What follows belongs to an exercise in optimizing a design on an open flow for small area; a production flow would make more cautious choices. The RTL was checked by simulation tests, not by an equivalence proof against the original design. No activity file was given, so power comes from the tool's default toggle rates.

==> design/flow/design.v <==
module battleship_top(
    input clk,
    input rst,
    input confirm,
    input btnReset,
    input [3:0] row,
    output [3:0] col,
    output [15:0] led,
    output [6:0] seg,
    output [3:0] an,
    output uart_tx
    );
    reg [16:0] sc;
    reg [1:0] cd;
    reg       wrapped;               
    wire sc_term = (sc == 17'h1AB94);
    wire sc_lag  = (sc == 17'h1FC00);
    always @(posedge clk) begin
        if (rst | sc_term) sc <= 17'h1FFFF;
        else               sc <= {sc[15:0], sc[16] ^ sc[13]};
        wrapped <= ~rst & sc_term;
        if (rst)          cd <= 2'd0;
        else if (wrapped) cd <= {cd[0], ~cd[1]};    
    end
    reg [3:0] col_r;
    always @(*) begin
        case (cd)
            2'b00: col_r = 4'b0111; 2'b01: col_r = 4'b1011;
            2'b11: col_r = 4'b1101; default: col_r = 4'b1110;
        endcase
    end
    assign col = col_r;
    reg [3:0] key;                   
    reg [3:0] kold;                  
    reg [1:0] rsel;
    reg       rvalid;
    always @(*) begin
        rvalid = 1'b1;
        rsel = 2'd0;
        case (row)
            4'b0111: rsel = 2'd0;
            4'b1011: rsel = 2'd1;
            4'b1101: rsel = 2'd2;
            4'b1110: rsel = 2'd3;
            default: rvalid = 1'b0;
        endcase
    end
    reg [3:0] kcode;
    always @(*) begin
        case ({cd, rsel})
            4'b0000: kcode = 4'h1; 4'b0001: kcode = 4'h4; 4'b0010: kcode = 4'h7; 4'b0011: kcode = 4'h0;
            4'b0100: kcode = 4'h2; 4'b0101: kcode = 4'h5; 4'b0110: kcode = 4'h8; 4'b0111: kcode = 4'hF;
            4'b1100: kcode = 4'h3; 4'b1101: kcode = 4'h6; 4'b1110: kcode = 4'h9; 4'b1111: kcode = 4'hE;
            4'b1000: kcode = 4'hA; 4'b1001: kcode = 4'hB; 4'b1010: kcode = 4'hC; default: kcode = 4'hD;
        endcase
    end
    always @(posedge clk) begin
        if (rst)                    key <= 4'd0;
        else if (sc_lag & rvalid)   key <= kcode;
        kold <= rst ? 4'd0 : key;
    end
    reg [16:0] db;
    reg pulse;
    wire db_term = (db == 17'hFFFF);
    always @(posedge clk) begin
        if (rst | ~confirm) db <= 17'h1FFFF;
        else if (db_term)   db <= 0;
        else                db <= {db[15:0], db[16] ^ db[13]};
        pulse <= ~rst & db_term;
    end
    reg [1:0] mode;                  
    reg       player;
    reg [3:0] a0, a1, a2, b0, b1, b2;    
    reg [1:0] an_, bn_;              
    reg [2:0] ah, bh;                
    reg [1:0] ac, bc;                
    wire       sel = player ^ mode[0];           
    wire [3:0] t0 = sel ? b0 : a0;
    wire [3:0] t1 = sel ? b1 : a1;
    wire [3:0] t2 = sel ? b2 : a2;
    wire [1:0] tn = sel ? bn_ : an_;
    wire [2:0] th = sel ? bh : ah;
    wire [1:0] tc = sel ? bc : ac;
    wire [2:0] tv = {tn[1] & ~tn[0], tn[1], tn[1] | tn[0]};
    wire [2:0] match = tv & {t2 == key, t1 == key, t0 == key};
    wire occ = |match;
    wire already = |(match & th);
    wire place = ~occ & ~(tc[1] & ~tc[0]);
    function [1:0] inc2(input [1:0] v); inc2 = {v[0], ~v[1]}; endfunction
    function [1:0] dec2(input [1:0] v); dec2 = {~v[0], v[1]}; endfunction
    always @(posedge clk) begin
        if (rst) begin
            mode <= 2'd0; player <= 1'b0;
            an_ <= 2'd0; bn_ <= 2'd0; ah <= 3'd0; bh <= 3'd0; ac <= 2'd0; bc <= 2'd0;
        end else if (pulse) begin
            case (mode)
            2'd0: begin
                if (btnReset) begin
                    if (sel) begin bn_ <= 2'd0; bc <= 2'd0; end
                    else     begin an_ <= 2'd0; ac <= 2'd0; end
                end
                if (place) begin
                    if (sel) begin
                        bn_ <= btnReset ? 2'b01 : inc2(bn_);
                        bc <= inc2(bc);
                        if (btnReset | bn_ == 2'd0) b0 <= key;
                        else if (bn_ == 2'b01)      b1 <= key;
                        else                        b2 <= key;
                    end else begin
                        an_ <= btnReset ? 2'b01 : inc2(an_);
                        ac <= inc2(ac);
                        if (btnReset | an_ == 2'd0) a0 <= key;
                        else if (an_ == 2'b01)      a1 <= key;
                        else                        a2 <= key;
                    end
                    if (tc == 2'b11) begin
                        player <= ~player;
                        if (player) mode <= 2'd1;
                    end
                end
            end
            2'd1: if (!already) begin
                player <= ~player;
                if (occ) begin
                    if (sel) begin bh <= bh | match; bc <= dec2(bc); end
                    else     begin ah <= ah | match; ac <= dec2(ac); end
                    if (tc == 2'b01) mode <= 2'd2;
                end
            end
            default: if (btnReset) begin
                mode <= 2'd0; player <= 1'b0;
                an_ <= 2'd0; bn_ <= 2'd0; ah <= 3'd0; bh <= 3'd0; ac <= 2'd0; bc <= 2'd0;
            end
            endcase
        end
    end
    wire [2:0] show = mode[0] ? th : tv;
    genvar gi;
    generate for (gi = 0; gi < 16; gi = gi + 1) begin : g_led
        assign led[gi] = mode[1] | (kold == gi) | (show[0] & (t0 == gi))
                       | (show[1] & (t1 == gi)) | (show[2] & (t2 == gi));
    end endgenerate
    reg [16:0] sb;
    reg mclk, dig;
    wire sb_term = (sb == 17'h15728);
    always @(posedge clk) begin
        if (rst | sb_term) sb <= 17'h1FFFF;
        else               sb <= {sb[15:0], sb[16] ^ sb[13]};
        if (rst) begin mclk <= 1'b0; dig <= 1'b0; end
        else if (sb_term) begin mclk <= ~mclk; dig <= dig ^ ~mclk; end
    end
    wire [1:0] digit = dig ? ac : bc;
    assign an = dig ? 4'b0111 : 4'b1110;
    assign seg = (digit == 2'b00) ? 7'b1000000 :
                 (digit == 2'b01) ? 7'b1111001 :
                 (digit == 2'b11) ? 7'b0100100 : 7'b0110000;
    reg [2:0] stage;                 
    reg [3:0] ph;
    reg [9:0] uc;
    reg       psnap;
    reg [3:0] ssnap;
    wire uc_term = (uc == 10'h299);
    wire urun = ~(ph[3] & (ph[1] | ph[2]));       
    reg [3:0] ph_inc;
    always @(*) begin
        case (ph)
            4'd0: ph_inc = 4'd1; 4'd1: ph_inc = 4'd2; 4'd2: ph_inc = 4'd3; 4'd3: ph_inc = 4'd4;
            4'd4: ph_inc = 4'd5; 4'd5: ph_inc = 4'd6; 4'd6: ph_inc = 4'd7; 4'd7: ph_inc = 4'd8;
            4'd8: ph_inc = 4'd9; default: ph_inc = 4'd10;
        endcase
    end
    reg [2:0] stage_inc;
    always @(*) begin
        case (stage)
            3'd0: stage_inc = 3'd1; 3'd1: stage_inc = 3'd2; 3'd2: stage_inc = 3'd3;
            3'd3: stage_inc = 3'd4; 3'd4: stage_inc = 3'd5; default: stage_inc = 3'd0;
        endcase
    end
    always @(posedge clk) begin
        if (~urun | uc_term) uc <= 10'h3FF;
        else                 uc <= {uc[8:0], uc[9] ^ uc[6]};
        if (rst) begin
            ph <= 4'd10; stage <= 3'd0;
        end else if (ph == 4'd11) ph <= 4'd0;
        else if (ph == 4'd10) begin
            if (stage != 3'd0 || pulse) begin
                ph <= 4'd11;
                stage <= stage_inc;
            end
        end else if (uc_term) ph <= ph_inc;
        if (pulse) begin
            psnap <= player;
            ssnap <= key;
        end
    end
    reg [7:0] tbyte;
    always @(*) begin
        case (stage)
            3'd1: tbyte = "P";
            3'd2: tbyte = psnap ? "2" : "1";
            3'd3: tbyte = ":";
            3'd4: case (ssnap)
                    4'hA: tbyte = "A"; 4'hB: tbyte = "B"; 4'hC: tbyte = "C";
                    4'hD: tbyte = "D"; 4'hE: tbyte = "E"; 4'hF: tbyte = "F";
                    default: tbyte = {4'h3, ssnap};
                  endcase
            3'd5: tbyte = 8'd13;
            default: tbyte = 8'd10;
        endcase
    end
    reg txb;
    always @(*) begin
        case (ph)
            4'd1: txb = 1'b0;
            4'd2: txb = tbyte[0]; 4'd3: txb = tbyte[1]; 4'd4: txb = tbyte[2]; 4'd5: txb = tbyte[3];
            4'd6: txb = tbyte[4]; 4'd7: txb = tbyte[5]; 4'd8: txb = tbyte[6]; 4'd9: txb = tbyte[7];
            default: txb = 1'b1;
        endcase
    end
    assign uart_tx = txb;
endmodule
==> design/flow/run.sh <==
#!/bin/bash
# synth_recipe.tcl (not shown) runs the flow's synth.tcl, then flattens the netlist and writes it again
# the make line also repeats each setting of config.mk as NAME=value (left out here)
make -C /OpenROAD-flow-scripts/flow DESIGN_CONFIG=/design/flow/config.mk WORK_HOME=/design/flow/orfs CLKGATE_MAP_FILE= SYNTH_SCRIPT=/design/flow/synth_recipe.tcl finish
==> design/flow/config.mk <==
export PLATFORM = sky130hd
export DESIGN_NAME = battleship_top
export DESIGN_NICKNAME = battleship_top
export VERILOG_FILES = /design/flow/design.v
export SDC_FILE = /design/flow/constraint.sdc
export NUM_CORES = 4
export LEC_CHECK = 0
export CAP_MARGIN = 20
export CORE_MARGIN = 2
export CORE_UTILIZATION = 40
export SLEW_MARGIN = 20
==> design/flow/constraint.sdc <==
create_clock -name core_clock -period 10.0 [get_ports {clk}]
set_input_delay 2.0000 -clock core_clock [delete_from_list [all_inputs] [get_ports {clk}]]
set_output_delay 2.0000 -clock core_clock [all_outputs]
set_load 0.01 [all_outputs]
==> results.txt, run 1 <==
- Met3 usage: 0.05287
- Pwr Total: 1.364 mW
- Worst path buffer plus inverter count: 2
- Peak supply drop: 0.1335 mV
- Top cell type's share of synthesized area: 0.2992
- Slowest cell on the critical path: dfxtp_1
- Worst R2R Start: player
- H-tree depth: 4
- Mapped Cells: 721
- Clock Skew: approximately 0.0078 ns
- FF-to-FF End: b2[2]
- GR Util All Layers: 0.1871
- Ys Warns: 1
- Dpl ws: ~4.6 ns
- Syn Std Cell Area: approximately 0.0066 sq mm
- HP Start: uc[4]
- Vias: 5,573
- Critical Path, Cell by Cell: xor2_4 -> buf_16 -> nand2_1 -> a31oi_1 -> o21ai_0 -> o221ai_1 -> clkdlybuf4s50_1
- Post-synth cell types: 70
- Hold slack: roughly 0.44 ns
- Vias per cell: approximately 5.8
- Worst Hold End: uc[5]
- Max Slew Vio Count: 0
- Final ANT Viol Nets: 0
- Biggest area consumer among synthesized cells: dfxtp_1
- Ys async rst share: 0
- Drc violations: 0
- Synth Flop Type: dfxtp_1
- WHS Path Cells: 1
- Inserted Diodes: 0
- Reg2Reg Depth: 7
- Initial DRC count: 638
- Clock-pin slew on the worst setup and hold paths: 0.06 ns
- Setup WS post-layout: around 4.4 ns
- Wire length per cell: 16.79 microns
- HPWL after detailed placement: 11.10 mm
- Fmax: 178.2 MHz
- First-pass DRT Iterations: 6
- Crit path max-delay family: compound AO/OA/AOI/OAI gates
- Worst Hold Class: flip-flop to flip-flop
- Setup violations, final: 0
- Largest cells by area after synthesis: dfxtp_1 (30%), edfxtp_1 (13%), nor2_1 (3.3%), or3_1 (2.8%), a221oi_1 (2.6%)
- Status: timing/DRC/antenna clean
- First-pass GRT wire length: 26.64 mm
- Cell row count: 47
- Placed instance area: 0.007067 sq mm
- Clock Latency Late Sink: 0.43 ns
- Met1 global-route usage: 0.2419
- Area Overhead vs Synth: 16.39%
- Worst-margin pin slew: roughly 0.83 ns
- CTS max path bufs: 2
- CP Launch Type: flip-flop
- PwrDens: 176.9 mW/mm^2
- Crit end category: output port
- Critical path arrival: around 3.6 ns
- Busiest grt layer: met2
- Worst-path maximum fanout: 28
- LEAKAGE: 2.621 nW
- Antenna violations before repair: 0
- Number of max-cap violations: 0
- Die X: roughly 130 microns
- Core area: 0.01641 sq mm
- Hold Fails Final Rpt: 0
- Min Tclk post-route: 5.613 ns
- Largest net degree at the start of global routing: 71
- Routed Wire Length: 16.26 mm
- GR Util met2: 0.3014
- I/O Buffers: 36
- Setup Crit Path Kind: flip-flop to output port
- Root buffer cell: clkbuf_16
- WP data required: approximately 8.0 ns
- Nets: around 750
- Tcrit/Tclk final: 0.5613
- Post-CTS Setup Repair Bufs: 0
- Setup repair after global routing missed its margin: false
- IO Pins: 40
- Max incr delay on CP: 0.75 ns
- Num CTS Buffers: 17
- # clock sinks: between 100 and 150
- R2r setup slk: 6.32 ns
- Die Height: 132.7 microns
- Post-route cell area: 0.007711 sq mm
- CTS tree: done
- Starting Density: 0.4038
- Final GP Congestion: around 0.9
- EDFF count, synth: 29
- Seq/Total Area, Yosys: 0.4306
- Number of global-route vias before repair: 5,296
- Hold Buf Count CTS: 0
- Total Die Area: 0.01761 sq mm
- Flops & latches, synth: between 100 and 150
- TNS Setup: 0 ns
- Syn avg cell area: between 9 and 10 sq um
- CTS resizes: 0
- Fill count: 1,500
- Fraction of layout cells with a size suffix above 1: 0.08690
- GRT overflow: 0
- Slew Limit Headroom: 0.4402
[through the flow]
stage	utilization	instances
3_5_place_dp	0.4307	935
5_1_grt	0.4700	968
6_report	0.4700	968
4_1_cts	0.4683	967
3_3_place_gp	0.4307	935
2_1_floorplan	-	722
[cells in the final DEF (no fill, tap or decap), drive strengths merged, types with 18 or more instances in the layout]
master | netlist | routed
inv | 29 | 35
o21ai | 35 | 35
nor3 | 25 | 25
a21o | 21 | 21
nand2b | 18 | 18
or3 | 30 | 30
nand2 | 30 | 30
a221oi | 20 | 20
clkdlybuf4s50 | 0 | 35
nor2 | 60 | 60
clkbuf | 30 | 19
a21oi | 31 | 31
edfxtp | 29 | 29
dfxtp | 99 | 99
[flip-flops by register name (all words and copies together) (netlist names), 2 cells and up]
register and cells:
bn_ 2, db 17, kold 4, b0 4
ac 2, cd 2, ssnap 4, an_ 2
uc 10, sb 17, stage 3, key 4
a1 4, sc 17, bc 2, bh 3
a2 4, a0 4, mode 2, ah 3
b2 4, ph 4, b1 4
[final cells by class]
| class | count | area [sq um] | area share |
|---|---|---|---|
| multi-input cells | 517 | 3437 | 0.4457 |
| flip-flops and latches | 128 | 2853 | 0.3700 |
| clock buffers | 19 | 442.9 | 0.05744 |
| repair buffers | 42 | 420.4 | 0.05452 |
| well taps | 220 | 275.3 | 0.03570 |
| clock inverters | 13 | 173.9 | 0.02255 |
| inverters | 29 | 108.9 | 0.01412 |
[how the worst max path moves through the flow]
stage,start,cells after the start,slack (ns),to
finish,player,7,4.39,led[8]
global placement,player,6,4.78,led[9]
global route,player,7,4.22,led[8]
detailed placement,player,6,4.57,led[8]
floorplan,player,8,5.89,led[10]
CTS,player,6,4.10,led[8]
[metal layers]
| layer | share of wire | vias to the layer above |
|---|---|---|
| met5 | 0 | - |
| met2 | 0.47 | 166 |
| met3 | 0.048 | 26 |
| met1 | 0.47 | 2675 |
| li1 | - | 2706 |
| met4 | 0.014 | 0 |
[synth_stat cells, types with 6 or more instances]
library cell,n
a221oi_1,20
nor2b_1,12
buf_2,8
nand3b_1,8
inv_1,29
a21oi_1,27
nand2b_1,18
ha_1,11
a21o_1,21
and2_1,6
nor4_1,9
clkbuf_1,29
nand3_1,14
a211oi_1,10
nor2_1,59
nor3_1,22
dfxtp_1,99
a31oi_1,13
mux2i_1,12
edfxtp_1,29
nand4_1,14
nand2_1,30
or2_2,11
and3_1,9
o31ai_1,6
xnor2_1,15
xor2_1,15
nor3b_1,13
o21ai_0,33
buf_4,6
o221ai_1,16
or3_1,30
[logic make-up (layout without fill, tap and decap cells)]
family                   after synthesis  count (layout)  share of synthesized area
adder cells (fa/ha/maj)               11              11                    0.02077
XOR/XNOR                              32              32                    0.04627
AND/OR/NAND/NOR                      275             275                     0.2319
other                                  2               3                   0.001134
buffers and inverters                 77             103                    0.05118
AO/OA/AOI/OAI                        182             182                     0.1932
multiplexers                          14              14                    0.02493
flip-flops                           128             128                     0.4306
[where the power goes]
| group | internal [mW] | total, mW | switching [mW] |
|---|---|---|---|
| clock network | 0.404 | 0.648 | 0.244 |
| logic | 0.0598 | 0.168 | 0.108 |
| registers | 0.535 | 0.548 | 0.0129 |
[worst register-to-register path: stages, from the launching register on]
cell	delay (ns)
dfxtp_1	0.75
xor2_4	0.55
buf_16	0.25
nor3_2	0.08
a221oi_1	0.36
or3_1	0.48
nand3_1	0.18
nor3b_1	0.66
==> inputs of run 2 (changes only) <==
--- a/design/flow/design.v
+++ b/design/flow/design.v
@@ -15,7 +15,7 @@
     reg       wrapped;               
-    wire sc_term = (sc == 17'h1AB94);
-    wire sc_lag  = (sc == 17'h1FC00);
-    always @(posedge clk) begin
-        if (rst | sc_term) sc <= 17'h1FFFF;
-        else               sc <= {sc[15:0], sc[16] ^ sc[13]};
+    wire sc_term = (sc == 17'h164F1);
+    wire sc_lag  = (sc == 17'h6AA);
+    always @(posedge clk) begin
+        if (rst | sc_term) sc <= 17'h1;
+        else               sc <= {~sc[15:0], sc[16] ^ sc[13]};
         wrapped <= ~rst & sc_term;
@@ -63,7 +63,7 @@
     reg pulse;
-    wire db_term = (db == 17'hFFFF);
-    always @(posedge clk) begin
-        if (rst | ~confirm) db <= 17'h1FFFF;
-        else if (db_term)   db <= 0;
-        else                db <= {db[15:0], db[16] ^ db[13]};
+    wire db_term = (db == 17'h5555);
+    always @(posedge clk) begin
+        if (rst | ~confirm) db <= 17'h15554;
+        else if (db_term)   db <= 17'h15555;
+        else                db <= {~db[15:0], db[16] ^ db[13]};
         pulse <= ~rst & db_term;
@@ -73,3 +73,2 @@
     reg [3:0] a0, a1, a2, b0, b1, b2;    
-    reg [1:0] an_, bn_;              
     reg [2:0] ah, bh;                
@@ -80,6 +79,5 @@
     wire [3:0] t2 = sel ? b2 : a2;
-    wire [1:0] tn = sel ? bn_ : an_;
     wire [2:0] th = sel ? bh : ah;
     wire [1:0] tc = sel ? bc : ac;
-    wire [2:0] tv = {tn[1] & ~tn[0], tn[1], tn[1] | tn[0]};
+    wire [2:0] tv = mode[0] ? 3'b111 : {tc[1] & ~tc[0], tc[1], tc[1] | tc[0]};
     wire [2:0] match = tv & {t2 == key, t1 == key, t0 == key};
@@ -88,2 +86,6 @@
     wire place = ~occ & ~(tc[1] & ~tc[0]);
+    wire [2:0] wslot = btnReset ? {tc[1] & tc[0], tc[0], 1'b1}
+                                : {tc[1] & tc[0], ~tc[1] & tc[0], ~tc[1] & ~tc[0]};
+    wire [2:0] wa = {3{pulse & ~mode[0] & ~mode[1] & place & ~sel}} & wslot;
+    wire [2:0] wb = {3{pulse & ~mode[0] & ~mode[1] & place &  sel}} & wslot;
     function [1:0] inc2(input [1:0] v); inc2 = {v[0], ~v[1]}; endfunction
@@ -91,5 +93,11 @@
     always @(posedge clk) begin
+        if (wa[0]) a0 <= key;
+        if (wa[1]) a1 <= key;
+        if (wa[2]) a2 <= key;
+        if (wb[0]) b0 <= key;
+        if (wb[1]) b1 <= key;
+        if (wb[2]) b2 <= key;
         if (rst) begin
             mode <= 2'd0; player <= 1'b0;
-            an_ <= 2'd0; bn_ <= 2'd0; ah <= 3'd0; bh <= 3'd0; ac <= 2'd0; bc <= 2'd0;
+            ah <= 3'd0; bh <= 3'd0; ac <= 2'd0; bc <= 2'd0;
         end else if (pulse) begin
@@ -98,19 +106,8 @@
                 if (btnReset) begin
-                    if (sel) begin bn_ <= 2'd0; bc <= 2'd0; end
-                    else     begin an_ <= 2'd0; ac <= 2'd0; end
+                    if (sel) bc <= 2'd0;
+                    else     ac <= 2'd0;
                 end
                 if (place) begin
-                    if (sel) begin
-                        bn_ <= btnReset ? 2'b01 : inc2(bn_);
-                        bc <= inc2(bc);
-                        if (btnReset | bn_ == 2'd0) b0 <= key;
-                        else if (bn_ == 2'b01)      b1 <= key;
-                        else                        b2 <= key;
-                    end else begin
-                        an_ <= btnReset ? 2'b01 : inc2(an_);
-                        ac <= inc2(ac);
-                        if (btnReset | an_ == 2'd0) a0 <= key;
-                        else if (an_ == 2'b01)      a1 <= key;
-                        else                        a2 <= key;
-                    end
+                    if (sel) bc <= inc2(bc);
+                    else     ac <= inc2(ac);
                     if (tc == 2'b11) begin
@@ -131,3 +128,3 @@
                 mode <= 2'd0; player <= 1'b0;
-                an_ <= 2'd0; bn_ <= 2'd0; ah <= 3'd0; bh <= 3'd0; ac <= 2'd0; bc <= 2'd0;
+                ah <= 3'd0; bh <= 3'd0; ac <= 2'd0; bc <= 2'd0;
             end
@@ -144,6 +141,6 @@
     reg mclk, dig;
-    wire sb_term = (sb == 17'h15728);
-    always @(posedge clk) begin
-        if (rst | sb_term) sb <= 17'h1FFFF;
-        else               sb <= {sb[15:0], sb[16] ^ sb[13]};
+    wire sb_term = (sb == 17'h1361C);
+    always @(posedge clk) begin
+        if (rst | sb_term) sb <= 17'h1;
+        else               sb <= {~sb[15:0], sb[16] ^ sb[13]};
         if (rst) begin mclk <= 1'b0; dig <= 1'b0; end
@@ -161,3 +158,3 @@
     reg [3:0] ssnap;
-    wire uc_term = (uc == 10'h299);
+    wire uc_term = (uc == 10'h211);
     wire urun = ~(ph[3] & (ph[1] | ph[2]));       
@@ -179,4 +176,4 @@
     always @(posedge clk) begin
-        if (~urun | uc_term) uc <= 10'h3FF;
-        else                 uc <= {uc[8:0], uc[9] ^ uc[6]};
+        if (~urun | uc_term) uc <= 10'h1;
+        else                 uc <= {~uc[8:0], uc[9] ^ uc[6]};
         if (rst) begin
==> design/flow/flow/run.sh (new file) <==
#!/bin/bash
# Own layout flow: the standard flow (standard.sh) with three changes.
#  1. Synthesis runs the standard flow's own synthesis script, except that ABC maps with an
#     area-oriented script (flow/area.abc) and Yosys's full-adder extraction is off
#     (ADDER_MAP_FILE empty). Registers, their names and cell types are untouched.
#  2. Port buffers use the smallest buffer, sky130_fd_sc_hd__buf_1.
#  3. CTS uses clkbuf_4 buffers and inserts no dummy loads.
# Each tool's log is under orfs/logs/; make's own output goes to flow_make.log.
set -euo pipefail
W=$PWD
F=$W/flow
ORFS_SYNTH=$FLOW_HOME/scripts/synth.tcl

# synth_core.tcl: ORFS's synth.tcl, with the ABC script taken from MY_ABC_SCRIPT
sed 's|^  log_cmd abc {\*}\$abc_args$|  set abc_args [lreplace $abc_args 1 1 $::env(MY_ABC_SCRIPT)]\n  log_cmd abc {*}$abc_args|' \
    "$ORFS_SYNTH" > "$W/synth_core.tcl"
grep -q 'MY_ABC_SCRIPT' "$W/synth_core.tcl"
# my_synth.tcl: the standard flow's synthesis script, sourcing synth_core.tcl instead of synth.tcl
sed "s|source \$::env(SCRIPTS_DIR)/synth.tcl|source $W/synth_core.tcl|" "$W/synth_recipe.tcl" > "$W/my_synth.tcl"
grep -q 'synth_core.tcl' "$W/my_synth.tcl"

export MY_ABC_SCRIPT=$F/area.abc
bash "$W/standard.sh" \
    "SYNTH_SCRIPT=$W/my_synth.tcl" \
    "ADDER_MAP_FILE=" \
    "BUFFER_PORTS_ARGS=-buffer_cell sky130_fd_sc_hd__buf_1" \
    "CTS_ARGS=-sink_clustering_enable -repair_clock_nets -dont_use_dummy_load -buf_list sky130_fd_sc_hd__clkbuf_4" \
    finish > "$W/flow_make.log" 2>&1
==> design/flow/flow/area.abc (new file) <==
&get -n
&st
&syn2
&dch -f
&nf -a -R 1000
&put
==> design/flow/standard.sh (new file) <==
#!/bin/bash
# synth_recipe.tcl (not shown) runs the flow's synth.tcl, then flattens the netlist and writes it again
# the make line also repeats each setting of config.mk as NAME=value (left out here)
make -C /OpenROAD-flow-scripts/flow DESIGN_CONFIG=/design/flow/config.mk WORK_HOME=/design/flow/orfs CLKGATE_MAP_FILE= SYNTH_SCRIPT=/design/flow/synth_recipe.tcl "${@:-finish}"
removed: design/flow/run.sh
==> run 2 against run 1 <==
Via count decreased by 23%. Hold slack got worse by 0.055 ns. Wire length decreased by 29%. Sequential cell count decreased by 4. Core utilization decreased by 2.9 points. Register-to-register slack got worse by 0.58 ns. Global-route usage decreased by 2.1 points. First-iteration DRC count decreased by 43%. Die area decreased by 19%. Critical path type unchanged. Critical endpoint is now led[13].
==> results.txt, run 2 <==
- Core area: 0.01314 sq mm (was 0.01641 sq mm)
- Most frequent cell after synthesis: nor2_1 (was dfxtp_1)
- Flop pwr share: 0.650 (was 0.402)
- Setup repair after global routing missed its margin: false (unchanged)
- Critical Path, Cell by Cell: xor2_2 -> buf_4 -> mux2_1 -> nor2_1 -> nor2_1 -> nor4_1 -> a221o_1 -> buf_1 (was xor2_4 -> buf_16 -> nand2_1 -> a31oi_1 -> o21ai_0 -> o221ai_1 -> clkdlybuf4s50_1)
- Routed Wire Length: 11.49 mm (was 16.26 mm)
- Synth Flop Type: dfxtp_1 (unchanged)
- Dpl ws: 4.976 ns (was 4.568 ns)
- Worst R2R Start: mode[0] (was player)
- Biggest regs: db x17, sb x17, sc x17 (unchanged)
- CP Launch Type: flip-flop (unchanged)
- Crit path from: mode[0] (was player)
- Placed cells: 766 (was 935)
- Total Die Area: 0.01424 sq mm (was 0.01761 sq mm)
- Slew Limit Headroom: 0.4283 (was 0.4402)
- Highest-count cells in the layout ignoring fill and taps: nor2_1 (116), dfxtp_1 (95), buf_1 (36) (was dfxtp_1 (99), nor2_1 (59), clkdlybuf4s50_1 (35))
- Max Slew Vio Count: 0 (unchanged)
- Internal power: 0.6413 mW (was 0.9990 mW)
- CTS resizes: 0 (unchanged)
- Worst-margin pin slew: 0.8563 ns (was 0.8334 ns)
- Inserted Diodes: 0 (unchanged)
- PwrDens: 147.0 mW/mm^2 (was 176.9 mW/mm^2)
- Mapped Cells: 556 (was 721)
- IO Pins: 40 (unchanged)
- Die X: 119.3 microns (was 132.7 microns)
- Syn Std Cell Area: 0.005319 sq mm (was 0.006625 sq mm)
- Number of global-route vias before repair: 4,039 (was 5,296)
- Fmax: 177.1 MHz (was 178.2 MHz)
- Crit end category: output port (unchanged)
- First-pass DRT Iterations: 5 (was 6)
- Cell row count: 42 (was 47)
- Most used cell along the critical path: nor2_1
- Post-synth cell types: 46 (was 70)
- Fraction of layout cells with a size suffix above 1: 0.03460 (was 0.08690)
- Hold Fails Final Rpt: 0 (unchanged)
- Biggest area consumer among synthesized cells: dfxtp_1 (unchanged)
- Final GP Congestion: 0.8778 (was 0.9034)
- CTS tree: done (unchanged)
- Commonest cells post-synth: nor2_1 (116), dfxtp_1 (95), nand2_1 (34) (was dfxtp_1 (99), nor2_1 (59), o21ai_0 (33))
- Pwr Total: 0.8523 mW (was 1.364 mW)
- Wire length per cell: 14.67 microns (was 16.79 microns)
- Top cell type's share of synthesized area: 0.3576 (was 0.2992)
- Seq/Total Area, Yosys: 0.5213 (was 0.4306)
- Tcrit/Tclk final: 0.5647 (was 0.5613)
- Clock Skew: 0.03492 ns (was 0.007784 ns)
- WP data required: 8.00 ns (about the same)
- # clock sinks: 124 (was 128)
- Setup violations, final: 0 (unchanged)
- Slowest cell on the critical path: dfxtp_1 (unchanged)
- Final cell count without fillers: 783 (was 968)
- Number of max-cap violations: 0 (unchanged)
- I/O Buffers: 36 (unchanged)
- H-tree depth: 4 (unchanged)
- GRT overflow: 0 (unchanged)
- Clock Latency Late Sink: 0.48 ns (was 0.43 ns)
- Flops & latches, synth: 124 (was 128)
- Worst Hold Class: flip-flop to flip-flop (unchanged)
- Most common cell after layout, fill and taps aside: nor2_1 (was dfxtp_1)
- Peak supply drop: 0.09904 mV (was 0.1335 mV)
- Ys Warns: 1 (unchanged)
- Clock Power Share: 0.259 (was 0.475)
- Status: timing/DRC/antenna clean (unchanged)
- Drc violations: 0 (unchanged)
- Hold Buf Count CTS: 0 (unchanged)
- Worst-path maximum fanout: 23 (was 28)
- TNS Setup: 0 ns (unchanged)
- Starting Density: 0.4049 (was 0.4038)
- Switching share of power: 0.2476 (was 0.2677)
- EDFF count, synth: 29 (unchanged)
- Critical path arrival: 3.65 ns (was 3.61 ns)
- Post-CTS Setup Repair Bufs: 0 (unchanged)
- Die Height: 119.3 microns (was 132.7 microns)
- HPWL after detailed placement: 8.248 mm (was 11.10 mm)
- Initial DRC count: 363 (was 638)
- Clock-pin slew on the worst setup and hold paths: 0.10 ns (was 0.06 ns)
- Syn avg cell area: 9.566 sq um (was 9.189 sq um)
- Setup Crit Path Kind: flip-flop to output port (unchanged)
- Ys async rst share: 0 (unchanged)
- Setup WS post-layout: 4.353 ns (was 4.387 ns)
- Area Overhead vs Synth: 8.986% (was 16.39%)
- Logic pwr share: 0.091 (was 0.123)
- Antenna violations before repair: 0 (unchanged)
- Root buffer cell: clkbuf_4 (was clkbuf_16)
- Largest cells by area after synthesis: dfxtp_1 (36%), edfxtp_1 (16%), nor2_1 (8.2%), a221o_1 (6.0%), mux2i_1 (3.4%) (was dfxtp_1 (30%), edfxtp_1 (13%), nor2_1 (3.3%), or3_1 (2.8%), a221oi_1 (2.6%))
- GR Util All Layers: 0.1666 (was 0.1871)
- Vias per cell: 5.465 (was 5.757)
- HP Start: db[15] (was uc[4])
- Final ANT Viol Nets: 0 (unchanged)
- CTS max path bufs: 2 (unchanged)
- Num CTS Buffers: 17 (unchanged)
- Nets: 617 (was 754)
- Max incr delay on CP: 0.75 ns (about the same)
- LEAKAGE: 1.992 nW (was 2.621 nW)
- Largest net degree at the start of global routing: 36 (was 71)
- Vias: 4,279 (was 5,573)
- First-pass GRT wire length: 19.18 mm (was 26.64 mm)
- Min Tclk post-route: 5.647 ns (was 5.613 ns)
- Switching power total: 0.2110 mW (was 0.3652 mW)
## run 2: cell count changes after synthesis, moves of 11 or more
cell	before	now
or3_1	30	4
a221o_1	1	32
nor3_1	22	9
a221oi_1	20	4
nor2b_1	12	25
o221ai_1	16	0
ha_1	11	0
a21o_1	21	1
clkbuf_1	29	0
inv_1	29	0
nor2_1	59	116
or2_2	11	0
## run 2: per-stage QoR
step | hold slack [ns] | utilization | instance area, sq um
detailed placement | 0.3693 | 0.4310 | 5663
CTS | 0.3806 | 0.4408 | 5791
finish | 0.3805 | 0.4412 | 5797
global route | 0.3865 | 0.4412 | 5797
floorplan | 0.3580 | - | 5323
global placement | 0.3656 | 0.4310 | 5663
## run 2: path summary, 6_finish.rpt
| path | to | slack, ns | cells after the start |
|---|---|---|---|
| worst min-delay path | db[16] | 0.38 | 1 |
| worst max-delay path | led[13] | 4.35 | 8 |
| worst max register to register | bh[0] | 5.74 | 14 |
| worst min register to register | db[16] | 0.38 | 1 |
## run 2: cell type report
type                       instances  area [sq um]
tap                              176         220.2
inverter                          10         37.54
timing repair buffer              38         150.1
fill                            1296          7341
clock buffer                      17         127.6
multi-input combinational        418          2489
sequential                       124          2773
## run 2: worst max-delay path: cells and delay by family (launching register included)
kind | cells | cell delay [ns]
and+or+nand+nor | 3 | 1.07
DFF | 1 | 0.75
buffers and inverters | 2 | 0.47
muxes | 1 | 0.43
AOI/OAI and AO/OA | 1 | 0.29
xor gates and xnor gates | 1 | 0.17
## run 2: routing by layer
layer | track usage | vias up | share of wire
li1 | - | 2122 | -
met1 | 0.2198 | 2012 | 0.48
met2 | 0.2733 | 134 | 0.46
met3 | 0.04693 | 11 | 0.052
met4 | 0.03676 | 0 | 0.0084
met5 | 0 | - | 0
## run 2: cell families after synthesis
family                 count (synthesis)  share of synthesized area
AND/OR/NAND/NOR                      253                     0.2291
flip-flops                           124                     0.5213
AO/OA/AOI/OAI                        122                     0.1621
multiplexers                          22                    0.04234
XOR/XNOR                              18                    0.02964
buffers and inverters                 15                    0.01412
other                                  2                   0.001412
## run 2: power groups by stage
stage	registers [mW]	clock network, mW	logic (mW)
after floorplan	0.560	0	0.0590
final	0.554	0.221	0.0774
after global placement	0.565	0	0.0753
after global routing	0.558	0.253	0.0905
after CTS	0.554	0.232	0.0781
after detailed placement	0.565	0	0.0777
==> inputs of run 3 (changes only) <==
==> design/flow/design.v (replaced) <==
module battleship_top(
    input clk,
    input rst,
    input confirm,
    input btnReset,
    input [3:0] row,
    output [3:0] col,
    output [15:0] led,
    output [6:0] seg,
    output [3:0] an,
    output uart_tx
    );
    reg [16:0] sc;
    reg [1:0] cd;
    reg       wrapped;               
    wire sc_term = (sc == 17'h164F1);
    wire sc_lag  = (sc == 17'h6AA);
    always @(posedge clk) begin
        if (rst | sc_term) sc <= 17'h1;
        else               sc <= {~sc[15:0], sc[16] ^ sc[13]};
        wrapped <= ~rst & sc_term;
        if (rst)          cd <= 2'd0;
        else if (wrapped) cd <= {cd[0], ~cd[1]};    
    end
    reg [3:0] col_r;
    always @(*) begin
        case (cd)
            2'b00: col_r = 4'b0111; 2'b01: col_r = 4'b1011;
            2'b11: col_r = 4'b1101; default: col_r = 4'b1110;
        endcase
    end
    assign col = col_r;
    reg [3:0] key;                   
    reg [3:0] kold;                  
    reg [1:0] rsel;
    reg       rvalid;
    always @(*) begin
        rvalid = 1'b1;
        rsel = 2'd0;
        case (row)
            4'b0111: rsel = 2'd0;
            4'b1011: rsel = 2'd1;
            4'b1101: rsel = 2'd2;
            4'b1110: rsel = 2'd3;
            default: rvalid = 1'b0;
        endcase
    end
    reg [3:0] kcode;
    always @(*) begin
        case ({cd, rsel})
            4'b0000: kcode = 4'h1; 4'b0001: kcode = 4'h4; 4'b0010: kcode = 4'h7; 4'b0011: kcode = 4'h0;
            4'b0100: kcode = 4'h2; 4'b0101: kcode = 4'h5; 4'b0110: kcode = 4'h8; 4'b0111: kcode = 4'hF;
            4'b1100: kcode = 4'h3; 4'b1101: kcode = 4'h6; 4'b1110: kcode = 4'h9; 4'b1111: kcode = 4'hE;
            4'b1000: kcode = 4'hA; 4'b1001: kcode = 4'hB; 4'b1010: kcode = 4'hC; default: kcode = 4'hD;
        endcase
    end
    always @(posedge clk) begin
        if (rst)                    key <= 4'd0;
        else if (sc_lag & rvalid)   key <= kcode;
        kold <= rst ? 4'd0 : key;
    end
    reg [16:0] db;
    reg pulse;
    wire db_term = (db == 17'h5555);
    always @(posedge clk) begin
        if (rst | ~confirm) db <= 17'h15554;
        else if (db_term)   db <= 17'h15555;
        else                db <= {~db[15:0], db[16] ^ db[13]};
        pulse <= ~rst & db_term;
    end
    reg       fire;                  
    reg       player;
    reg [3:0] a0, a1, a2, b0, b1, b2;    
    reg [2:0] ax, bx;
    wire       over = fire & ((&ax) | (&bx));
    wire       sel = player ^ fire;              
    wire [3:0] t0 = sel ? b0 : a0;
    wire [3:0] t1 = sel ? b1 : a1;
    wire [3:0] t2 = sel ? b2 : a2;
    wire [2:0] tx = sel ? bx : ax;
    wire [2:0] eq = {t2 == key, t1 == key, t0 == key};
    wire       hit_x = |(eq & tx);               
    wire       any = |eq;                        
    wire       place = ~hit_x & ~tx[2];
    wire [2:0] xinc = {tx[1], tx[0], 1'b1};
    wire [2:0] wslot = btnReset ? xinc : (xinc & ~tx);
    wire       wr = pulse & ~fire & place;
    wire [2:0] wa = {3{wr & ~sel}} & wslot;
    wire [2:0] wb = {3{wr &  sel}} & wslot;
    wire [2:0] lowest = {eq[2] & ~eq[1] & ~eq[0], eq[1] & ~eq[0], eq[0]};
    always @(posedge clk) begin
        if (wa[0]) a0 <= key;
        if (wa[1]) a1 <= key;
        if (wa[2]) a2 <= key;
        if (wb[0]) b0 <= key;
        if (wb[1]) b1 <= key;
        if (wb[2]) b2 <= key;
        if (rst) begin
            fire <= 1'b0; player <= 1'b0; ax <= 3'd0; bx <= 3'd0;
        end else if (pulse) begin
            if (!fire) begin
                if (btnReset | place) begin
                    if (sel) bx <= place ? xinc : 3'd0;
                    else     ax <= place ? xinc : 3'd0;
                end
                if (place & tx[1]) begin             
                    player <= ~player;
                    if (player) begin
                        fire <= 1'b1; ax <= 3'd0; bx <= 3'd0;
                    end
                end
            end else if (!over) begin
                if (!hit_x) begin
                    player <= ~player;
                    if (sel) bx <= bx | lowest;
                    else     ax <= ax | lowest;
                end
            end else if (btnReset) begin
                fire <= 1'b0; player <= 1'b0; ax <= 3'd0; bx <= 3'd0;
            end
        end
    end
    function [1:0] ships(input f, input [2:0] x);
        case ({f, x})
            4'b0000: ships = 2'd0; 4'b0001: ships = 2'd1; 4'b0011: ships = 2'd2; 4'b0111: ships = 2'd3;
            4'b1000: ships = 2'd3;
            4'b1001, 4'b1010, 4'b1100: ships = 2'd2;
            4'b1011, 4'b1101, 4'b1110: ships = 2'd1;
            4'b1111: ships = 2'd0;
            default: ships = 2'bxx;
        endcase
    endfunction
    wire [1:0] ac = ships(fire, ax);
    wire [1:0] bc = ships(fire, bx);
    genvar gi;
    generate for (gi = 0; gi < 16; gi = gi + 1) begin : g_led
        assign led[gi] = over | (kold == gi) | (tx[0] & (t0 == gi))
                       | (tx[1] & (t1 == gi)) | (tx[2] & (t2 == gi));
    end endgenerate
    reg [16:0] sb;
    reg mclk, dig;
    wire sb_term = (sb == 17'h1361C);
    always @(posedge clk) begin
        if (rst | sb_term) sb <= 17'h1;
        else               sb <= {~sb[15:0], sb[16] ^ sb[13]};
        if (rst) begin mclk <= 1'b0; dig <= 1'b0; end
        else if (sb_term) begin mclk <= ~mclk; dig <= dig ^ ~mclk; end
    end
    wire [1:0] digit = dig ? ac : bc;
    assign an = dig ? 4'b0111 : 4'b1110;
    assign seg = (digit == 2'd0) ? 7'b1000000 :
                 (digit == 2'd1) ? 7'b1111001 :
                 (digit == 2'd2) ? 7'b0100100 : 7'b0110000;
    localparam ST_LF = 3'd0, ST_P1 = 3'd7, ST_P2 = 3'd6, ST_D1 = 3'd2, ST_D2 = 3'd1,
               ST_COL = 3'd4, ST_HEX = 3'd3, ST_CR = 3'd5;
    reg [2:0] stage;
    reg [3:0] ph;
    reg [9:0] uc;
    reg [3:0] ssnap;
    wire uc_term = (uc == 10'h211);
    wire urun = ph[3] | (ph[1] ^ ph[0]);
    reg [3:0] ph_inc;
    always @(*) begin
        case (ph)
            4'b0001: ph_inc = 4'b0010;
            4'b0010: ph_inc = 4'b1000;
            4'b1000: ph_inc = 4'b1001; 4'b1001: ph_inc = 4'b1010; 4'b1010: ph_inc = 4'b1011;
            4'b1011: ph_inc = 4'b1100; 4'b1100: ph_inc = 4'b1101; 4'b1101: ph_inc = 4'b1110;
            4'b1110: ph_inc = 4'b1111;
            default: ph_inc = 4'b0011;
        endcase
    end
    reg [2:0] stage_inc;
    always @(*) begin
        case (stage)
            ST_LF:  stage_inc = player ? ST_P2 : ST_P1;
            ST_P1:  stage_inc = ST_D1;
            ST_P2:  stage_inc = ST_D2;
            ST_D1:  stage_inc = ST_COL;
            ST_D2:  stage_inc = ST_COL;
            ST_COL: stage_inc = ST_HEX;
            ST_HEX: stage_inc = ST_CR;
            default: stage_inc = ST_LF;
        endcase
    end
    always @(posedge clk) begin
        if (~urun | uc_term) uc <= 10'h1;
        else                 uc <= {~uc[8:0], uc[9] ^ uc[6]};
        if (rst) begin
            ph <= 4'b0011; stage <= ST_LF;
        end else if (ph == 4'b0000) ph <= 4'b0001;
        else if (ph == 4'b0011) begin
            if (stage != ST_LF || pulse) begin
                ph <= 4'b0000;
                stage <= stage_inc;
            end
        end else if (uc_term) ph <= ph_inc;
        if (pulse) ssnap <= key;
    end
    reg [7:0] tbyte;
    always @(*) begin
        case (stage)
            ST_P1, ST_P2: tbyte = "P";
            ST_D1: tbyte = "1";
            ST_D2: tbyte = "2";
            ST_COL: tbyte = ":";
            ST_HEX: case (ssnap)
                    4'hA: tbyte = "A"; 4'hB: tbyte = "B"; 4'hC: tbyte = "C";
                    4'hD: tbyte = "D"; 4'hE: tbyte = "E"; 4'hF: tbyte = "F";
                    default: tbyte = {4'h3, ssnap};
                  endcase
            ST_CR: tbyte = 8'd13;
            default: tbyte = 8'd10;
        endcase
    end
    assign uart_tx = ph[3] ? tbyte[ph[2:0]] : ~(ph == 4'b0010);
endmodule
==> run 3 against run 2 <==
Register-to-register slack gained 0.57 ns. Via count grew 2.9%. Clock skew grew 0.0057 ns. Clock power shrank 5%. Combinational power grew about 50%. Critical path type unchanged. Largest power group unchanged. Highest routed layer unchanged.
==> results.txt, run 3 <==
- Status: timing/DRC/antenna clean (unchanged)
- Largest net degree at the start of global routing: 36 (unchanged)
- Clock-pin slew on the worst setup and hold paths: 0.11 ns (was 0.10 ns)
- Biggest regs: db x17, sb x17, sc x17 (unchanged)
- Met1 global-route usage: 0.2065 (was 0.2198)
- Synth Flop Type: dfxtp_1 (unchanged)
- Post-route cell area: 0.005692 sq mm (was 0.005797 sq mm)
- EDFF count, synth: 28 (was 29)
- Met3 usage: 0.05309 (was 0.04693)
- R2r setup slk: 6.31 ns (was 5.74 ns)
- Top cell type's share of synthesized area: 0.3452 (was 0.3576)
- HPWL after detailed placement: 8.273 mm (was 8.248 mm)
- FF-to-FF End: a2[2] (was bh[0])
- CTS resizes: 0 (unchanged)
- First-pass DRT Iterations: 5 (unchanged)
- Die Height: 118.2 microns (was 119.3 microns)
- Hold Fails Final Rpt: 0 (unchanged)
- Worst Hold End: db[2] (was db[16])
- Area Overhead vs Synth: 9.063% (was 8.986%)
- Tcrit/Tclk final: 0.4995 (was 0.5647)
- Post-CTS Setup Repair Bufs: 0 (unchanged)
- Setup WS post-layout: 5.005 ns (was 4.353 ns)
- TNS Setup: 0 ns (unchanged)
- Crit path from: fire (was mode[0])
- Final ANT Viol Nets: 0 (unchanged)
- IO Pins: 40 (unchanged)
- Crit end category: output port (unchanged)
- Dpl ws: 5.519 ns (was 4.976 ns)
- Setup Crit Path Kind: flip-flop to output port (unchanged)
- Worst Hold Class: flip-flop to flip-flop (unchanged)
- Hold Buf Count CTS: 0 (unchanged)
- Largest cells by area after synthesis: dfxtp_1 (35%), edfxtp_1 (16%), nor2_1 (8.8%), nand2_1 (4.3%), a22oi_1 (2.6%) (was dfxtp_1 (36%), edfxtp_1 (16%), nor2_1 (8.2%), a221o_1 (6.0%), mux2i_1 (3.4%))
- Initial DRC count: 360 (was 363)
- Peak supply drop: 0.09019 mV (was 0.09904 mV)
- Final GP Congestion: 0.9363 (was 0.8778)
- Setup violations, final: 0 (unchanged)
- Total Die Area: 0.01398 sq mm (was 0.01424 sq mm)
- Routed Wire Length: 11.50 mm (was 11.49 mm)
- Syn avg cell area: 8.952 sq um (was 9.566 sq um)
- H-tree depth: 4 (unchanged)
- Number of max-cap violations: 0 (unchanged)
- Antenna violations before repair: 0 (unchanged)
- Commonest cells post-synth: nor2_1 (123), dfxtp_1 (90), nand2_1 (60) (was nor2_1 (116), dfxtp_1 (95), nand2_1 (34))
- GR Util All Layers: 0.1661 (was 0.1666)
- Worst R2R Start: fire (was mode[0])
- Fmax: 200.2 MHz (was 177.1 MHz)
- Most frequent cell after synthesis: nor2_1 (unchanged)
- Critical path arrival: 3.00 ns (was 3.65 ns)
- Nets: 644 (was 617)
- HP Start: db[1] (was db[15])
- Number of global-route vias before repair: 4,041 (was 4,039)
- Reg2Reg Depth: 9 (was 14)
- Worst-margin pin slew: 0.7564 ns (was 0.8563 ns)
- Most common cell after layout, fill and taps aside: nor2_1 (unchanged)
- Setup repair after global routing missed its margin: false (unchanged)
- Vias per cell: 5.460 (was 5.465)
- Highest-count cells in the layout ignoring fill and taps: nor2_1 (122), dfxtp_1 (90), nand2_1 (60) (was nor2_1 (116), dfxtp_1 (95), buf_1 (36))
- Ys Warns: 1 (unchanged)
- Post-synth cell types: 46 (unchanged)
- GR Util met2: 0.2746 (was 0.2733)
- GRT overflow: 0 (unchanged)
- Starting Density: 0.4119 (was 0.4049)
- Multi-input logic area: 0.002519 sq mm (was 0.002489 sq mm)
- # clock sinks: 118 (was 124)
- Vias: 4,401 (was 4,279)
- WHS Path Cells: 1 (unchanged)
- LEAKAGE: 1.988 nW (was 1.992 nW)
- CP Launch Type: flip-flop (unchanged)
- Ys async rst share: 0 (unchanged)
- Busiest grt layer: met2 (unchanged)
- Fraction of layout cells with a size suffix above 1: 0.03628 (was 0.03460)
- Seq/Total Area, Yosys: 0.5064 (was 0.5213)
- Min Tclk post-route: 4.995 ns (was 5.647 ns)
- Mapped Cells: 583 (was 556)
- Clock Latency Late Sink: 0.47 ns (was 0.48 ns)
- WP data required: 8.00 ns (about the same)
- Syn Std Cell Area: 0.005219 sq mm (was 0.005319 sq mm)
- Worst-path maximum fanout: 20 (was 23)
- FF/Latch Area: 0.002643 sq mm (was 0.002773 sq mm)
- Cell row count: 41 (was 42)
- Biggest area consumer among synthesized cells: dfxtp_1 (unchanged)
- CTS tree: done (unchanged)
- Num CTS Buffers: 17 (unchanged)
- Placed instance area: 0.005550 sq mm (was 0.005663 sq mm)
- PwrDens: 154.7 mW/mm^2 (was 147.0 mW/mm^2)
- Slew Limit Headroom: 0.4958 (was 0.4283)
- Core area: 0.01267 sq mm (was 0.01314 sq mm)
- Root buffer cell: clkbuf_4 (unchanged)
- Max Slew Vio Count: 0 (unchanged)
- I/O Buffers: 36 (unchanged)
- Drc violations: 0 (unchanged)
- Fill count: 1,264 (was 1,296)
- First-pass GRT wire length: 18.93 mm (was 19.18 mm)
- Clock Skew: 0.04061 ns (was 0.03492 ns)
- Die X: 118.2 microns (was 119.3 microns)
- Wire length per cell: 14.26 microns (was 14.67 microns)
- Flops & latches, synth: 118 (was 124)
- CTS max path bufs: 2 (unchanged)
- Inserted Diodes: 0 (unchanged)
[run 3: changes by cell type after synthesis, sizes merged, moves of 9 or more]
| cell | delta |
|---|---|
| a22oi | +16 |
| a221o | -32 |
| nand2 | +26 |
| a31oi | +9 |
| a21oi | -9 |
| nor3 | +14 |
[run 3: worst max-delay path by stage]
stage	endpoint	slack [ns]
after CTS	led[0]	4.99
after floorplan	led[11]	5.33
final	led[0]	5.00
after detailed placement	led[0]	5.52
after global placement	led[0]	5.51
after global routing	led[0]	4.73
[run 3: critical path, stage by stage, from the launching register on]
cell and delay [ns]:
dfxtp_1 0.67, xor2_1 0.18, buf_4 0.29, nor2_1 0.07, a21oi_1 0.52, nand2b_1 0.21, nor2_1 0.09, a22oi_1 0.28
nand2_1 0.09, buf_1 0.13
[run 3: cell type report]
class,instances,share of cell area
tap,172,0.03781
clock buffer,17,0.02242
sequential,118,0.4643
multi-input combinational,451,0.4425
timing repair buffer,38,0.02638
inverter,10,0.006595
[run 3: layer usage]
layer | wire length, microns | vias up
met5 | 0 | -
met4 | 139 | 0
met1 | 5085 | 2068
met3 | 659 | 14
li1 | - | 2191
met2 | 5613 | 128
[run 3: where the power goes]
part           switching [mW]  internal (mW)  total, mW
Sequential             0.0341          0.519      0.553
Combinational          0.0650         0.0508      0.116
Clock                   0.134         0.0776      0.211
Total                   0.233          0.647      0.880
[run 3: logic make-up after synthesis]
group	synth area share
xor+xnor	0.03860
flops	0.5064
other cells	0.001439
buf+inv	0.01439
mux	0.02565
simple gates	0.2688
compound gates	0.1448
[run 3: per-stage QoR]
| stage | hold slack (ns) | util | total power, mW | instances |
|---|---|---|---|---|
| after global routing | 0.4075 | 0.4492 | 0.9401 | 806 |
| after floorplan | 0.3580 | - | 0.6468 | 584 |
| after CTS | 0.3853 | 0.4481 | 0.8941 | 806 |
| after detailed placement | 0.3684 | 0.4380 | 0.6785 | 789 |
| final | 0.3843 | 0.4492 | 0.8804 | 806 |
| after global placement | 0.3646 | 0.4380 | 0.6744 | 789 |
==> inputs of run 4 (changes only) <==
==> design/flow/flow/area.abc (replaced) <==
&get -n
&st
&deepsyn -T 120
&dch -f
&nf -a -R 1000
&put
==> run 4 against run 3 <==
Combinational power grew 9%. Clock skew is 0.0065 ns lower. Setup slack got worse by 0.23 ns. Via count decreased by 7.5%. Largest power group unchanged. Sequential power is essentially flat. Power up 0.79%. Clock power barely moved. Cell count down 5.3%. Non-clock buffer count is 1 lower. Maximum frequency is 4.3% lower. Sequential share of layout area is 1.4 points higher. Sequential cell count is the same. Largest cell class unchanged.
==> results.txt, run 4 <==
- Status: timing/DRC/antenna clean (unchanged)
- Crit end category: output port (unchanged)
- Switching power total: 0.2370 mW (was 0.2329 mW)
- CTS resizes: 0 (unchanged)
- Final ANT Viol Nets: 0 (unchanged)
- CP Launch Type: flip-flop (unchanged)
- Setup Crit Path Kind: flip-flop to output port (unchanged)
- Clock Latency Late Sink: 0.48 ns (was 0.47 ns)
- Max Slew Vio Count: 0 (unchanged)
- WP data required: 8.00 ns (about the same)
- Ys async rst share: 0 (unchanged)
- Number of global-route vias before repair: 3,741 (was 4,041)
- Drc violations: 0 (unchanged)
- Critical path arrival: 3.22 ns (was 3.00 ns)
- Pwr Total: 0.8873 mW (was 0.8804 mW)
- Inserted Diodes: 0 (unchanged)
- Wire length per cell: 14.20 microns (was 14.26 microns)
- Flops & latches, synth: 118 (unchanged)
- Highest-count cells in the layout ignoring fill and taps: nor2_1 (102), dfxtp_1 (90), nand2_1 (51) (was nor2_1 (122), dfxtp_1 (90), nand2_1 (60))
- Hold Buf Count CTS: 0 (unchanged)
- Fmax: 191.5 MHz (was 200.2 MHz)
- Syn Std Cell Area: 0.005054 sq mm (was 0.005219 sq mm)
- Logic pwr share: 0.143 (was 0.132)
- Most frequent cell after synthesis: nor2_1 (unchanged)
- Die Height: 116.4 microns (was 118.2 microns)
- Largest cells by area after synthesis: dfxtp_1 (36%), edfxtp_1 (17%), nor2_1 (7.6%), nand2_1 (3.8%), mux2i_1 (3.2%) (was dfxtp_1 (35%), edfxtp_1 (16%), nor2_1 (8.8%), nand2_1 (4.3%), a22oi_1 (2.6%))
- First-pass GRT wire length: 17.68 mm (was 18.93 mm)
- Commonest cells post-synth: nor2_1 (102), dfxtp_1 (90), nand2_1 (51) (was nor2_1 (123), dfxtp_1 (90), nand2_1 (60))
- Internal power: 0.6503 mW (was 0.6475 mW)
- Core area: 0.01247 sq mm (was 0.01267 sq mm)
- Tcrit/Tclk final: 0.5221 (was 0.4995)
- Synth Flop Type: dfxtp_1 (unchanged)
- Clock Power Share: 0.235 (was 0.240)
- Seq/Total Area, Yosys: 0.5229 (was 0.5064)
- Most common cell after layout, fill and taps aside: nor2_1 (unchanged)
- HPWL after detailed placement: 8.015 mm (was 8.273 mm)
- Peak supply drop: 0.06573 mV (was 0.09019 mV)
- Biggest regs: db x17, sb x17, sc x17 (unchanged)
- Slew Limit Headroom: 0.3989 (was 0.4958)
- Largest net degree at the start of global routing: 36 (unchanged)
- Clock-pin slew on the worst setup and hold paths: 0.09 ns (was 0.11 ns)
- Worst-path maximum fanout: 19 (was 20)
- Setup repair after global routing missed its margin: false (unchanged)
- Min Tclk post-route: 5.221 ns (was 4.995 ns)
- Core Util, Final: 0.4436 (was 0.4492)
- Post-synth cell types: 51 (was 46)
- IO Pins: 40 (unchanged)
- Switching share of power: 0.2671 (was 0.2645)
- TNS Setup: 0 ns (unchanged)
- Final GP Congestion: 0.8547 (was 0.9363)
- EDFF count, synth: 28 (unchanged)
- Root buffer cell: clkbuf_4 (unchanged)
- Ys Warns: 1 (unchanged)
- Antenna violations before repair: 0 (unchanged)
- H-tree depth: 4 (unchanged)
- Worst-margin pin slew: 0.9012 ns (was 0.7564 ns)
- Hold Fails Final Rpt: 0 (unchanged)
- Mapped Cells: 541 (was 583)
- Setup WS post-layout: 4.779 ns (was 5.005 ns)
- CTS max path bufs: 2 (unchanged)
- Cell row count: 41 (unchanged)
- # clock sinks: 118 (unchanged)
- Fraction of layout cells with a size suffix above 1: 0.03384 (was 0.03628)
- Worst Hold Class: flip-flop to flip-flop (unchanged)
- PwrDens: 160.4 mW/mm^2 (was 154.7 mW/mm^2)
- I/O Buffers: 36 (unchanged)
- Vias: 4,071 (was 4,401)
- Num CTS Buffers: 17 (unchanged)
- Post-CTS Setup Repair Bufs: 0 (unchanged)
- Setup violations, final: 0 (unchanged)
- Clock Skew: 0.03407 ns (was 0.04061 ns)
- GRT overflow: 0 (unchanged)
- Flop pwr share: 0.622 (was 0.628)
- Dpl ws: 5.054 ns (was 5.519 ns)
- Initial DRC count: 374 (was 360)
- Nets: 601 (was 644)
- Routed Wire Length: 10.83 mm (was 11.50 mm)
- GR Util All Layers: 0.1689 (was 0.1661)
- Number of max-cap violations: 0 (unchanged)
- Total Die Area: 0.01355 sq mm (was 0.01398 sq mm)
- Syn avg cell area: 9.341 sq um (was 8.952 sq um)
- First-pass DRT Iterations: 6 (was 5)
- Top cell type's share of synthesized area: 0.3565 (was 0.3452)
- LEAKAGE: 1.924 nW (was 1.988 nW)
- CTS tree: done (unchanged)
- Vias per cell: 5.336 (was 5.460)
- Starting Density: 0.4054 (was 0.4119)
- Area Overhead vs Synth: 9.433% (was 9.063%)
- Die X: 116.4 microns (was 118.2 microns)
- Biggest area consumer among synthesized cells: dfxtp_1 (unchanged)
[run 4: changes by cell type in the layout (fill, tap and decap cells not counted), sizes merged, moves of 5 or more]
cell | previous run | this run
mux2i | 10 | 16
nor2 | 123 | 102
nand2 | 60 | 51
nand2b | 16 | 10
nand4 | 10 | 5
o21ai | 21 | 14
clkinv | 10 | 15
[run 4: worst paths after layout]
path | cells after the start | to | start | slack [ns]
setup / recovery | 8 | led[7] | fire | 4.78
hold / removal | 1 | db[16] | db[15] | 0.38
setup reg to reg | 8 | b0[2] | fire | 6.05
hold reg to reg | 1 | db[16] | db[15] | 0.38
[run 4: logic make-up (layout without fill, tap and decap cells)]
kind of cell,Yosys count,count (layout),share of synthesized area
muxes,19,19,0.03837
other,2,3,0.001486
and+or+nand+nor,257,257,0.2419
DFF,118,118,0.5229
xor gates and xnor gates,23,23,0.03986
AOI/OAI and AO/OA,102,102,0.1369
buffers and inverters,20,69,0.01857
[run 4: power groups by stage]
stage	registers, mW	logic [mW]	clock network, mW
3_3_place_gp	0.561	0.122	0
6_report	0.552	0.127	0.209
4_1_cts	0.551	0.127	0.221
5_1_grt	0.557	0.147	0.244
2_1_floorplan	0.553	0.101	0
3_5_place_dp	0.561	0.126	0
[run 4: worst max-delay path, cell delays in order (launching register included)]
cell	delay, ns
dfxtp_1	0.69
xor2_4	0.61
nor2_1	0.09
a21oi_1	0.46
nand2b_1	0.21
nor2_1	0.10
a22oi_1	0.32
nand3_1	0.13
buf_1	0.15
[run 4: area by class of cell]
| class | instances | area [sq um] |
|---|---|---|
| Fill cell | 1243 | 6935 |
| Sequential cell | 118 | 2643 |
| Multi-Input combinational cell | 404 | 2346 |
| Tap cell | 172 | 215.2 |
| Timing Repair Buffer | 37 | 142.6 |
| Clock buffer | 17 | 127.6 |
| Inverter | 15 | 56.30 |
[run 4: layer usage]
layer  global-route usage  vias to the layer above  wire length (microns)
met5                    0                        -                      0
met4              0.07143                        0                    288
met3              0.05812                       23                    587
met2               0.2601                      130                   4892
met1               0.2172                     1874                   5063
li1                     -                     2044                      -
[run 4: per-stage QoR]
step	instance area [sq um]	std cells	hold slack (ns)
6_report	5530	763	0.3804
5_1_grt	5530	763	0.4010
4_1_cts	5513	763	0.3930
3_5_place_dp	5385	746	0.3681
3_3_place_gp	5385	746	0.3617
2_1_floorplan	5057	542	0.3580

## re-timing with driven ports
No port has a modelled driver above. Below, the same layouts with a new extraction and two added sets of constraints. Step 1 (the two cells are an assumption about what drives the block):
set clk [get_ports {clk}]
set_driving_cell -lib_cell sky130_fd_sc_hd__clkbuf_16 $clk
set_driving_cell -lib_cell sky130_fd_sc_hd__buf_2 [delete_from_list [all_inputs] $clk]
Step 2 also shifts input and output timing later by t, the mid clock arrival at the registers, as if the neighbouring blocks saw the same clock. a / b / c = ideal / step 1 / step 2; a / b = the first two.
run | t (ns) | setup slack, ns | hold WS [ns]
run 1 | 0.463 | 4.387 / 4.346 / 4.809 | 0.435 / 0.435 / 0.435
run 2 | 0.492 | 4.353 / 4.323 / 4.815 | 0.381 / 0.381 / 0.381
run 3 | 0.494 | 5.005 / 4.972 / 5.466 | 0.384 / 0.384 / 0.384
run 4 | 0.493 | 4.779 / 4.746 / 5.239 | 0.380 / 0.380 / 0.380
After both steps every run listed still meets setup and hold.
